Background: an optimization exercise with open tools, aiming at small area. Do not read the settings as production practice.
Where RTL was checked, it was by simulation tests only, not by an equivalence proof against the original.
Power and IR drop assume default switching activity.

==> run E: inputs <==
## riscv32b
module riscv32b(
input clk,
input rstn,
input  [31:0] instr_in,
input  [31:0] data_in,
output [31:0] data_addr,
output [3:0]  datamem_wr,
output [31:0] instr_addr,
output [7:0]  data_out0,
output [7:0]  data_out1,
output [7:0]  data_out2,
output [7:0]  data_out3
);
Settings: LEC_CHECK=0, CAP_MARGIN=20, CORE_MARGIN=2, CORE_UTILIZATION=40, SLEW_MARGIN=20; clock period 10.0 ns.
standard.sh (not shown) runs the stock make flow with config.mk's settings and CLKGATE_MAP_FILE= SYNTH_SCRIPT=/design/flow/synth_recipe.tcl, a recipe that flattens the netlist after the stock synthesis.
==> flow/flow/run.sh <==
#!/bin/bash
# Own layout flow: the standard synthesis unchanged, then the standard ORFS
# layout with two changes that only affect cell area:
#  - port buffers are buf_1 cells (every port still gets its own buffer);
#  - the clock tree is built from clkbuf_8 cells, in clusters of at most 18
#    sinks within 50 um, without dummy load cells.
# Each tool's output goes to a log file in this folder.
set -euo pipefail
bash standard.sh synth > synth.log 2>&1
bash standard.sh \
  BUFFER_PORTS_ARGS="-buffer_cell sky130_fd_sc_hd__buf_1" \
  CTS_ARGS="-sink_clustering_enable -repair_clock_nets -dont_use_dummy_load -buf_list sky130_fd_sc_hd__clkbuf_8 -sink_clustering_size 18 -sink_clustering_max_diameter 50" \
  finish > layout.log 2>&1
==> run H: changes against run E <==
--- a/flow/design.v
+++ b/flow/design.v
@@ -51,80 +51,25 @@
 reg [1:0]  bhr;
 reg [1:0]  pht0, pht1, pht2, pht3;
 reg [31:0] btb_tag0, btb_tag1, btb_tag2, btb_tag3;
 reg [11:0] btb_off0, btb_off1, btb_off2, btb_off3;
 reg [1:0]  wr_pos;
 reg [31:0] rf [1:31];
-function [31:0] inc4;
-   input [31:0] x;
-   integer i; reg c;
-   begin
-      c = 1'b1;
-      inc4[1:0] = x[1:0];
-      for (i = 2; i < 32; i = i + 1) begin
-         inc4[i] = x[i] ^ c;
-         c = c & x[i];
-      end
-   end
-endfunction
-function [31:0] dec8;
-   input [31:0] x;
-   integer i; reg b;
-   begin
-      b = 1'b1;
-      dec8[2:0] = x[2:0];
-      for (i = 3; i < 32; i = i + 1) begin
-         dec8[i] = x[i] ^ b;
-         b = b & ~x[i];
-      end
-   end
-endfunction
-function [32:0] bkadd;
-   input [31:0] x, y;
-   input cin;
-   integer i, l;
-   reg [31:0] p, G, P;
-   begin
-      p = x ^ y;
-      G = x & y;
-      P = p;
-      G[0] = G[0] | (P[0] & cin);
-      for (l = 0; l < 5; l = l + 1)
-         for (i = 0; i < 32; i = i + 1)
-            if ((i % (2 << l)) == ((2 << l) - 1)) begin
-               G[i] = G[i] | (P[i] & G[i - (1 << l)]);
-               P[i] = P[i] & P[i - (1 << l)];
-            end
-      for (l = 3; l >= 0; l = l - 1)
-         for (i = 0; i < 32; i = i + 1)
-            if ((i >= (3 << l) - 1) && ((i % (2 << l)) == ((1 << l) - 1))) begin
-               G[i] = G[i] | (P[i] & G[i - (1 << l)]);
-               P[i] = P[i] & P[i - (1 << l)];
-            end
-      bkadd = {G[31], p ^ {G[30:0], cin}};
-   end
-endfunction
 wire [4:0] rs1_addr = instr_reg[19:15];
 wire [4:0] rs2_addr = instr_reg[24:20];
 reg        hit;
 reg [11:0] hit_off;
 always @(*) begin
    hit = 1'b0;
    hit_off = 12'd0;
    if (pc == btb_tag0) begin hit = 1'b1; hit_off = btb_off0; end
    if (pc == btb_tag1) begin hit = 1'b1; hit_off = btb_off1; end
    if (pc == btb_tag2) begin hit = 1'b1; hit_off = btb_off2; end
    if (pc == btb_tag3) begin hit = 1'b1; hit_off = btb_off3; end
 end
-wire [13:0] bpu_lo = {1'b0, pc[12:0]} + {1'b0, hit_off, 1'b0};
-wire [31:0] pc_hi_inc4 = inc4({11'd0, pc[31:13], 2'b00});
-wire [31:0] pc_hi_dec4 = dec8({10'd0, pc[31:13], 3'b000});
-wire [18:0] pc_hi_inc = pc_hi_inc4[20:2];
-wire [18:0] pc_hi_dec = pc_hi_dec4[21:3];
-wire [18:0] bpu_hi = (bpu_lo[13] & ~hit_off[11]) ? pc_hi_inc : (~bpu_lo[13] & hit_off[11]) ? pc_hi_dec : pc[31:13];
-wire [31:0] bpu_addr = {bpu_hi, bpu_lo[12:0]};
+wire [31:0] bpu_addr = pc + {{19{hit_off[11]}}, hit_off, 1'b0};
 wire [1:0]  count = (bhr == 2'd0) ? pht0 : (bhr == 2'd1) ? pht1 : (bhr == 2'd2) ? pht2 : pht3;
 wire        bpu_branch = hit & count[1];
 wire branchcnt = |branch_cntr;
 wire pc_error  = jal | jalr | (pcbranch ^ branch_predicted_d2) | (branchcnt ^ branch_predicted_d1) | branch_encountered;
 wire exe_wait  = ~pcbranch & branch_predicted_d2;
 wire ide_wait  = pc_error | cpu_wait;
@@ -342,13 +287,13 @@
       2'b01: opb = {27'd0, rs2_fwd[4:0]};
       2'b10: opb = imm;
       default: opb = 32'd4;
    endcase
 end
 wire        is_sub = alu_cntr[2];
-wire [32:0] sum    = bkadd(opa, opb ^ {32{is_sub}}, is_sub);
+wire [32:0] sum    = {1'b0, opa} + {1'b0, opb ^ {32{is_sub}}} + {32'd0, is_sub};
 wire        lt_u   = ~sum[32];
 wire        lt_s   = (opa[31] == opb[31]) ? sum[31] : opa[31];
 wire        slt    = alu_cntr[3] ? lt_s : lt_u;
 wire        sh_left = ~alu_cntr[1];
 wire        sh_fill = alu_cntr[0] & alu_cntr[1] & opa[31];
 wire        sh_big  = |opb[31:5];
==> flow/run.sh (new file) <==
#!/bin/bash
# synth_recipe.tcl (not shown) runs the flow's synth.tcl, then flattens the netlist and writes it again
# the make line also repeats each setting of config.mk as NAME=value (left out here)
make -C /OpenROAD-flow-scripts/flow DESIGN_CONFIG=/design/flow/config.mk WORK_HOME=/design/flow/orfs CLKGATE_MAP_FILE= SYNTH_SCRIPT=/design/flow/synth_recipe.tcl finish
removed: flow/flow/run.sh
removed: flow/standard.sh
==> qor summary <==
Status: run E complete, no violations; run H complete, no violations
Worst slack after detailed placement: run E 2027 ps; run H 2931 ps
Worst Max-Slew Pin Slew: run E 1385 ps; run H 1268 ps
Power Sequential: run E 11.8 mW; run H 11.7 mW
Endpoint of the worst hold path: run E pc_prev2[1]; run H pc_prev3[28]
Share of the clock period used by the worst path: run E 82.68%; run H 71.72%
Count of non-filler cells in the finished layout: run E 9638; run H 9998
Start point of the critical path: run E alu_b[1]; run H alu_a[1]
Area fraction in compound gates after synthesis: run E 17.50%; run H 19.11%
DP Area: run E 86310 um2; run H 88800 um2
Max_slew headroom: run E 6.980%; run H 14.82%
Die area: run E 208100 um2; run H 211600 um2
Cell count along the critical path: run E 26; run H 20
Highest ir drop seen on vdd: run E 177.6 uV; run H 222.4 uV
RePlAce Congestion: run E 1.022; run H 1.039
Number of DRC markers in iteration 0: run E 13640; run H 13800
Clock tree root driver cell: run E clkbuf_8; run H clkbuf_16
Slowest stage cell on the critical path: run E o41ai_1; run H a311oi_1

---

==> inputs of 04-11 <==
riscv32b, a different RTL version from the one above (not shown whole).
==> flow/config.mk <==
export PLATFORM = sky130hd
export DESIGN_NAME = riscv32b
export DESIGN_NICKNAME = riscv32b
export VERILOG_FILES = /design/flow/design.v
export SDC_FILE = /design/flow/constraint.sdc
export NUM_CORES = 8
export LEC_CHECK = 0
export CAP_MARGIN = 20
export CORE_MARGIN = 2
export CORE_UTILIZATION = 40
export SLEW_MARGIN = 20
==> flow/constraint.sdc <==
create_clock -name core_clock -period 10.0 [get_ports {clk}]
set_input_delay 2.0000 -clock core_clock [delete_from_list [all_inputs] [get_ports {clk}]]
set_output_delay 2.0000 -clock core_clock [all_outputs]
set_load 0.01 [all_outputs]
==> flow/flow/run.sh <==
#!/bin/bash
# Own flow.
# Synthesis: the standard flow's synthesis script and ORFS's synthesis with three changes
# that only concern the combinational logic:
#  - ABC maps for area with the delay constraint relaxed and without ABC's
#    buffering and resizing (flow/abc_area.script);
#  - adders are not pre-mapped to half/full adder cells (ADDER_MAP_FILE empty),
#    ABC maps them with the rest of the logic;
#  - Yosys's default carry-lookahead mapping is used instead of the
#    Kogge-Stone one (SYNTH_OPERATIONS_ARGS set).
# Registers are mapped before ABC exactly as in the standard synthesis, so they
# keep their names and cell types.
# Layout: the standard ORFS layout, except that port buffers are buf_1 cells
# (every port still gets its own buffer) and the clock tree is built from
# clkbuf_8 cells, in clusters of at most 18 sinks within 50 um, without dummy
# load cells. Timing repair then fixes whatever the relaxed mapping left.
# Each tool's output goes to a log file in this folder.
set -euo pipefail
W=$PWD
rm -rf "$W/scripts_abc"
cp -r "$FLOW_HOME/scripts" "$W/scripts_abc"
cp "$W/flow/abc_area.script" "$W/scripts_abc/abc_speed.script"
bash standard.sh SCRIPTS_DIR="$W/scripts_abc" ADDER_MAP_FILE= SYNTH_OPERATIONS_ARGS=-nofsm synth > synth.log 2>&1
bash standard.sh \
  BUFFER_PORTS_ARGS="-buffer_cell sky130_fd_sc_hd__buf_1" \
  CTS_ARGS="-sink_clustering_enable -repair_clock_nets -dont_use_dummy_load -buf_list sky130_fd_sc_hd__clkbuf_8 -sink_clustering_size 18 -sink_clustering_max_diameter 50" \
  finish > layout.log 2>&1
==> flow/flow/abc_area.script <==
&get -n
&st
&dch
&nf -p -R 1000 -C 32 -F 8 -A 4
&put
topo
stime -c
==> inputs of 05-13, as changes to 04-11 <==
--- a/flow/design.v
+++ b/flow/design.v
@@ -7,18 +7,19 @@
 output [3:0]  datamem_wr,
 output [31:0] instr_addr,
 output [7:0]  data_out0,
 output [7:0]  data_out1,
 output [7:0]  data_out2,
 output [7:0]  data_out3
 );
-reg [31:0] pc;
+reg [31:1] pc_r;
+wire [31:0] pc = {pc_r, 1'b0};
 reg [31:0] instr_reg;
 reg [31:0] pc_if2id;
-reg [31:0] pc_next1;
+reg [31:1] pc_next1;
 reg [31:0] pc_prev1, pc_prev2, pc_prev3;    
 reg cpu_wait, branch_encountered, branch_predicted, branch_predicted_d1, branch_predicted_d2;
 reg        jal, jalr;
 reg [2:0]  branch_cntr;
 reg [31:0] pc_id2exe;
 reg        reg_write;
 reg [1:0]  memtoreg_id2exe;
@@ -128,58 +129,56 @@
 wire pc_error  = jal | jalr | (pcbranch ^ branch_predicted_d2) | (branchcnt ^ branch_predicted_d1) | branch_encountered;
 wire exe_wait  = ~pcbranch & branch_predicted_d2;
 wire ide_wait  = pc_error | cpu_wait;
 wire [31:0] t1 = jalr ? rs1_q : pc - 32'd8;
 wire [31:0] t2 = t1 + imm;
 wire [31:0] t3 = jalr ? {t2[31:1], 1'b0} : t2;
 wire [31:0] t4 = pc + 32'd4;
-wire [31:0] pc_nxt = (pcbranch & ~branch_predicted_d2) ? pc_next1 : jal ? t3 : t4;
+wire [31:0] pc_nxt = (pcbranch & ~branch_predicted_d2) ? {pc_next1, 1'b0} : jal ? t3 : t4;
 assign instr_addr = pc;
 always @(posedge clk or negedge rstn) begin
    if (~rstn) begin
-      pc <= 0;
-      pc_next1 <= 0;
+      pc_r <= 0;
       instr_reg <= 0;
       cpu_wait <= 0;
       branch_encountered <= 0;
       branch_predicted <= 0;
       branch_predicted_d1 <= 0;
       branch_predicted_d2 <= 0;
    end else begin
-      if (branchcnt && !branch_predicted_d1) begin
-         pc_next1 <= t2;
+      if (branchcnt && !branch_predicted_d1)
          branch_encountered <= 1'b1;
-      end
       if (exe_wait) begin
-         pc <= pc_prev3;
+         pc_r <= pc_prev3[31:1];
          branch_predicted <= 1'b0;
          branch_predicted_d1 <= 1'b0;
          branch_predicted_d2 <= 1'b0;
       end else begin
          if (bpu_branch) begin
-            pc <= bpu_addr;
+            pc_r <= bpu_addr[31:1];
             branch_predicted <= 1'b1;
          end else if (!pcbranch && branch_encountered) begin
-            pc <= t1;
+            pc_r <= t1[31:1];
             branch_encountered <= 1'b0;
          end else if (pcbranch && branch_encountered) begin
             branch_encountered <= 1'b0;
-            pc <= pc_nxt;
+            pc_r <= pc_nxt[31:1];
          end else begin
-            pc <= pc_nxt;
+            pc_r <= pc_nxt[31:1];
             branch_predicted <= 1'b0;
          end
          branch_predicted_d1 <= branch_predicted;
          branch_predicted_d2 <= branch_predicted_d1;
       end
       if (!pc_error) instr_reg <= instr_in;
       cpu_wait <= pc_error;
    end
 end
 always @(posedge clk) begin
+   if (branchcnt && !branch_predicted_d1) pc_next1 <= t2[31:1];
    pc_prev1 <= t4;
    pc_prev2 <= pc_prev1;
    pc_prev3 <= pc_prev2;
    if (!pc_error) pc_if2id <= pc;
 end
 wire [31:0] Uimm  = {instr_reg[31:12], 12'b0};
 wire [31:0] Iimm  = {{20{instr_reg[31]}}, instr_reg[31:20]};
==> flow/config.mk (replaced) <==
export PLATFORM = sky130hd
export DESIGN_NAME = riscv32b
export DESIGN_NICKNAME = riscv32b
export VERILOG_FILES = /design/flow/design.v
export SDC_FILE = /design/flow/constraint.sdc
export NUM_CORES = 8
export LEC_CHECK = 0
export CAP_MARGIN = 20
export CORE_MARGIN = 2
export CORE_UTILIZATION = 55
export SLEW_MARGIN = 20
==> results.txt <==
| quantity | 04-11 | 05-13 |
|---|---|---|
| PnR worst setup slack | 2160 ps | 2248 ps |
| Largest net degree at the start of global routing | 80 | 124 |
| Latest clock arrival within the worst-skew pair | 1000 ps | 980 ps |
| Layout filler cell count | 16,979 | 10,839 |
| Xor/xnor share of the synthesized area | 4.121% | 4.066% |
| Area fraction in and, or, nand and nor cells after synthesis | 10.52% | 10.92% |
| Buffers outside the clock class | 407 | 359 |
| Total leakage power | 29.14 nW | 28.55 nW |
| Buffers plus inverters on the worst setup path | 2 | 1 |
| Placed standard-cell area | 81,430 µm² | 79,950 µm² |
| Count of vias placed by the detailed router | 60,192 | 59,134 |
| Result of the run | no timing/DRC/antenna violations | no timing/DRC/antenna violations |
| Placed cell count | 8,738 | 8,000 |
| Relative slew slack | 19.53% | 11.00% |
| Total chip power | 23.81 mW | 23.78 mW |
| Layout cell share with drive strength beyond 1 | 8.676% | 7.813% |
| Least-Margin Pin Slew | 1190 ps | 1323 ps |
| Count of flip-flops with a built-in enable after synthesis | 1,254 | 1,280 |
| Non-clk invs | 60 | 81 |

---

==> run R <==
Another version of the RTL of riscv32b (not shown whole).
## riscv32b
module riscv32b(
input clk,
input rstn,
input  [31:0] instr_in,
input  [31:0] data_in,
output [31:0] data_addr,
output [3:0]  datamem_wr,
output [31:0] instr_addr,
output [7:0]  data_out0,
output [7:0]  data_out1,
output [7:0]  data_out2,
output [7:0]  data_out3
);
Settings: LEC_CHECK=0, CAP_MARGIN=20, CORE_MARGIN=2, CORE_UTILIZATION=40, SLEW_MARGIN=20; clock period 10.0 ns.
==> flow/flow/run.sh <==
#!/bin/bash
# Own flow.
# Synthesis: the standard flow's synthesis script and ORFS's synthesis, unchanged except
# for the ABC script that maps the combinational logic: it maps for area with
# the delay constraint relaxed and without ABC's buffering and resizing
# (flow/abc_area.script). Registers are mapped before ABC, as in the standard
# synthesis, so they keep their names and cell types.
# Layout: the standard ORFS layout, except that port buffers are buf_1 cells
# (every port still gets its own buffer) and the clock tree is built from
# clkbuf_8 cells, in clusters of at most 18 sinks within 50 um, without dummy
# load cells. Timing repair then fixes whatever the relaxed mapping left.
# Each tool's output goes to a log file in this folder.
set -euo pipefail
W=$PWD
rm -rf "$W/scripts_abc"
cp -r "$FLOW_HOME/scripts" "$W/scripts_abc"
cp "$W/flow/abc_area.script" "$W/scripts_abc/abc_speed.script"
bash standard.sh SCRIPTS_DIR="$W/scripts_abc" synth > synth.log 2>&1
bash standard.sh \
  BUFFER_PORTS_ARGS="-buffer_cell sky130_fd_sc_hd__buf_1" \
  CTS_ARGS="-sink_clustering_enable -repair_clock_nets -dont_use_dummy_load -buf_list sky130_fd_sc_hd__clkbuf_8 -sink_clustering_size 18 -sink_clustering_max_diameter 50" \
  finish > layout.log 2>&1
Scripts as last shown in full above: flow/flow/abc_area.script
==> run P: changes against run R <==
--- a/flow/design.v
+++ b/flow/design.v
@@ -12,13 +12,13 @@
 output [7:0]  data_out3
 );
 reg [31:0] pc;
 reg [31:0] instr_reg;
 reg [31:0] pc_if2id;
 reg [31:0] pc_next1;
-reg [31:0] pc_prev1, pc_prev2, pc_prev3;    
+reg [31:0] pc_prev1, pc_prev2, pc_prev3;
 reg cpu_wait, branch_encountered, branch_predicted, branch_predicted_d1, branch_predicted_d2;
 reg        jal, jalr;
 reg [2:0]  branch_cntr;
 reg [31:0] pc_id2exe;
 reg        reg_write;
 reg [1:0]  memtoreg_id2exe;
@@ -27,13 +27,13 @@
 reg [1:0]  alu_a, alu_b;
 reg [3:0]  alu_cntr;
 reg [31:0] imm;
 reg [4:0]  wr_addr_id2exe;
 reg        isload_id2exe;
 reg [31:0] rs1_q;
-reg [31:0] rs2_q;
+reg [4:0]  rs2a_q;
 reg        stall1, stall2;
 reg [1:0]  memtoreg_exe2lsu;
 reg [2:0]  ld_cntr_exe2lsu;
 reg [1:0]  st_cntr_exe2lsu;
 reg        ov_flag;
 reg [31:0] alu_result;
@@ -51,80 +51,25 @@
 reg [1:0]  bhr;
 reg [1:0]  pht0, pht1, pht2, pht3;
 reg [31:0] btb_tag0, btb_tag1, btb_tag2, btb_tag3;
 reg [11:0] btb_off0, btb_off1, btb_off2, btb_off3;
 reg [1:0]  wr_pos;
 reg [31:0] rf [1:31];
-function [31:0] inc4;
-   input [31:0] x;
-   integer i; reg c;
-   begin
-      c = 1'b1;
-      inc4[1:0] = x[1:0];
-      for (i = 2; i < 32; i = i + 1) begin
-         inc4[i] = x[i] ^ c;
-         c = c & x[i];
-      end
-   end
-endfunction
-function [31:0] dec8;
-   input [31:0] x;
-   integer i; reg b;
-   begin
-      b = 1'b1;
-      dec8[2:0] = x[2:0];
-      for (i = 3; i < 32; i = i + 1) begin
-         dec8[i] = x[i] ^ b;
-         b = b & ~x[i];
-      end
-   end
-endfunction
-function [32:0] bkadd;
-   input [31:0] x, y;
-   input cin;
-   integer i, l;
-   reg [31:0] p, G, P;
-   begin
-      p = x ^ y;
-      G = x & y;
-      P = p;
-      G[0] = G[0] | (P[0] & cin);
-      for (l = 0; l < 5; l = l + 1)
-         for (i = 0; i < 32; i = i + 1)
-            if ((i % (2 << l)) == ((2 << l) - 1)) begin
-               G[i] = G[i] | (P[i] & G[i - (1 << l)]);
-               P[i] = P[i] & P[i - (1 << l)];
-            end
-      for (l = 3; l >= 0; l = l - 1)
-         for (i = 0; i < 32; i = i + 1)
-            if ((i >= (3 << l) - 1) && ((i % (2 << l)) == ((1 << l) - 1))) begin
-               G[i] = G[i] | (P[i] & G[i - (1 << l)]);
-               P[i] = P[i] & P[i - (1 << l)];
-            end
-      bkadd = {G[31], p ^ {G[30:0], cin}};
-   end
-endfunction
 wire [4:0] rs1_addr = instr_reg[19:15];
 wire [4:0] rs2_addr = instr_reg[24:20];
 reg        hit;
 reg [11:0] hit_off;
 always @(*) begin
    hit = 1'b0;
    hit_off = 12'd0;
    if (pc == btb_tag0) begin hit = 1'b1; hit_off = btb_off0; end
    if (pc == btb_tag1) begin hit = 1'b1; hit_off = btb_off1; end
    if (pc == btb_tag2) begin hit = 1'b1; hit_off = btb_off2; end
    if (pc == btb_tag3) begin hit = 1'b1; hit_off = btb_off3; end
 end
-wire [13:0] bpu_lo = {1'b0, pc[12:0]} + {1'b0, hit_off, 1'b0};
-wire [31:0] pc_hi_inc4 = inc4({11'd0, pc[31:13], 2'b00});
-wire [31:0] pc_hi_dec4 = dec8({10'd0, pc[31:13], 3'b000});
-wire [18:0] pc_hi_inc = pc_hi_inc4[20:2];
-wire [18:0] pc_hi_dec = pc_hi_dec4[21:3];
-wire [18:0] bpu_hi = (bpu_lo[13] & ~hit_off[11]) ? pc_hi_inc : (~bpu_lo[13] & hit_off[11]) ? pc_hi_dec : pc[31:13];
-wire [31:0] bpu_addr = {bpu_hi, bpu_lo[12:0]};
+wire [31:0] bpu_addr = pc + {{19{hit_off[11]}}, hit_off, 1'b0};
 wire [1:0]  count = (bhr == 2'd0) ? pht0 : (bhr == 2'd1) ? pht1 : (bhr == 2'd2) ? pht2 : pht3;
 wire        bpu_branch = hit & count[1];
 wire branchcnt = |branch_cntr;
 wire pc_error  = jal | jalr | (pcbranch ^ branch_predicted_d2) | (branchcnt ^ branch_predicted_d1) | branch_encountered;
 wire exe_wait  = ~pcbranch & branch_predicted_d2;
 wire ide_wait  = pc_error | cpu_wait;
@@ -147,13 +92,13 @@
    end else begin
       if (branchcnt && !branch_predicted_d1) begin
          pc_next1 <= t2;
          branch_encountered <= 1'b1;
       end
       if (exe_wait) begin
-         pc <= pc_prev3;
+         pc <= pc_prev3 + 32'd4;
          branch_predicted <= 1'b0;
          branch_predicted_d1 <= 1'b0;
          branch_predicted_d2 <= 1'b0;
       end else begin
          if (bpu_branch) begin
             pc <= bpu_addr;
@@ -173,13 +118,13 @@
       end
       if (!pc_error) instr_reg <= instr_in;
       cpu_wait <= pc_error;
    end
 end
 always @(posedge clk) begin
-   pc_prev1 <= t4;
+   pc_prev1 <= pc;
    pc_prev2 <= pc_prev1;
    pc_prev3 <= pc_prev2;
    if (!pc_error) pc_if2id <= pc;
 end
 wire [31:0] Uimm  = {instr_reg[31:12], 12'b0};
 wire [31:0] Iimm  = {{20{instr_reg[31]}}, instr_reg[31:20]};
@@ -320,19 +265,19 @@
          imm <= 32'd0;
       end
       endcase
    end
 end
 wire [31:0] rf_rd1 = (rs1_addr == 5'd0) ? 32'd0 : rf[rs1_addr];
-wire [31:0] rf_rd2 = (rs2_addr == 5'd0) ? 32'd0 : rf[rs2_addr];
+wire [31:0] rf_rd2 = (rs2a_q == 5'd0) ? 32'd0 : rf[rs2a_q];
 always @(posedge clk) begin
    rs1_q  <= rstn ? rf_rd1 : 32'd0;
-   rs2_q  <= rstn ? rf_rd2 : 32'd0;
+   rs2a_q <= rs2_addr;
 end
 wire [31:0] rs1_fwd = rs1_hazard[0] ? alu_result : rs1_hazard[1] ? memtoreg_data_DH : rs1_q;
-wire [31:0] rs2_fwd = rs2_hazard[0] ? alu_result : rs2_hazard[1] ? memtoreg_data_DH : rs2_q;
+wire [31:0] rs2_fwd = rs2_hazard[0] ? alu_result : rs2_hazard[1] ? memtoreg_data_DH : rf_rd2;
 reg [31:0] opa, opb;
 always @(*) begin
    case (alu_a)
       2'b01: opa = 32'd0;
       2'b10: opa = pc_id2exe;
       default: opa = rs1_fwd;
@@ -342,13 +287,13 @@
       2'b01: opb = {27'd0, rs2_fwd[4:0]};
       2'b10: opb = imm;
       default: opb = 32'd4;
    endcase
 end
 wire        is_sub = alu_cntr[2];
-wire [32:0] sum    = bkadd(opa, opb ^ {32{is_sub}}, is_sub);
+wire [32:0] sum    = {1'b0, opa} + {1'b0, opb ^ {32{is_sub}}} + {32'd0, is_sub};
 wire        lt_u   = ~sum[32];
 wire        lt_s   = (opa[31] == opb[31]) ? sum[31] : opa[31];
 wire        slt    = alu_cntr[3] ? lt_s : lt_u;
 wire        sh_left = ~alu_cntr[1];
 wire        sh_fill = alu_cntr[0] & alu_cntr[1] & opa[31];
 wire        sh_big  = |opb[31:5];
@@ -365,14 +310,13 @@
 always @(*) begin
    case (alu_cntr)
       4'b0100, 4'b1000, 4'b1100: result = sum[31:0];
       4'b1001: result = opa & opb;
       4'b1010: result = opa ^ opb;
       4'b1011: result = opa | opb;
-      4'b1101: result = sh_rev;
-      4'b1110, 4'b1111: result = sh_r;
+      4'b1101, 4'b1110, 4'b1111: result = sh_out;
       default: result = 32'd0;
    endcase
 end
 wire overflow = (alu_cntr[2:0] == 3'b100) ? slt : 1'b0;
 wire z_flag   = (result == 32'd0);
 wire stall = exe_wait | stall1;
==> flow/run.sh (new file) <==
#!/bin/bash
# synth_recipe.tcl (not shown) runs the flow's synth.tcl, then flattens the netlist and writes it again
# the make line also repeats each setting of config.mk as NAME=value (left out here)
make -C /OpenROAD-flow-scripts/flow DESIGN_CONFIG=/design/flow/config.mk WORK_HOME=/design/flow/orfs CLKGATE_MAP_FILE= SYNTH_SCRIPT=/design/flow/synth_recipe.tcl finish
removed: flow/flow/run.sh
removed: flow/flow/abc_area.script
removed: flow/standard.sh
==> key figures <==
Min path
  • Hold worst-path end: pc_prev2[24]

Place
  • Setup WS pre-CTS: between 1.5 and 2 ns

Detailed routing
  • M1 WL: roughly 110 mm
  • First-pass DRT Iterations: 11

Floorplan
  • Starting Density: between 40% and 50%

Run status
  • Status: no timing/DRC/antenna violations
[end of results for run R]
==> key figures <==
Run status
  • Status: no timing/DRC/antenna violations

Floorplan
  • Starting Density: approximately 40%

Place
  • Setup WS pre-CTS: around 0.77 ns

Detailed routing
  • M1 WL: approximately 150 mm
[end of results for run P]
No functional check of the RTL was part of any run of this note.

## what the ideal ports hide
The results above use ideal ports. As a check the final layouts listed here were re-extracted and re-timed, cells and wires unchanged.
Step 1 (the two cells are an assumption about what drives the block):
set clk [get_ports {clk}]
set_driving_cell -lib_cell sky130_fd_sc_hd__clkbuf_16 $clk
set_driving_cell -lib_cell sky130_fd_sc_hd__buf_2 [delete_from_list [all_inputs] $clk]
Step 2 moves the port delays by t, midway between the first and last clock arrival at a register: inputs arrive t later, outputs are due t later. That takes back most of the time a late clock gives input paths.
a / b / c = no drivers / after step 1 / after step 2; a / b = the first two.
| run | t (ns) | slack for setup (ns) | slew at the worst register clock pin (ns) |
|---|---|---|---|
| run E | 1.020 | 1.732 / 1.732 / 1.732 | 0.12 / 0.12 |
| run H | 0.931 | 2.828 / 2.828 / 2.828 | 0.07 / 0.07 |
| 04-11 | 1.018 | 2.160 / 2.160 / 2.160 | 0.12 / 0.12 |
| 05-13 | 0.986 | 2.248 / 2.248 / 2.248 | 0.12 / 0.12 |
| run R | 1.006 | 1.149 / 1.149 / 1.149 | 0.12 / 0.12 |
| run P | 0.932 | 0.255 / 0.255 / 0.255 | 0.07 / 0.07 |
After both steps every run listed still meets setup and hold.
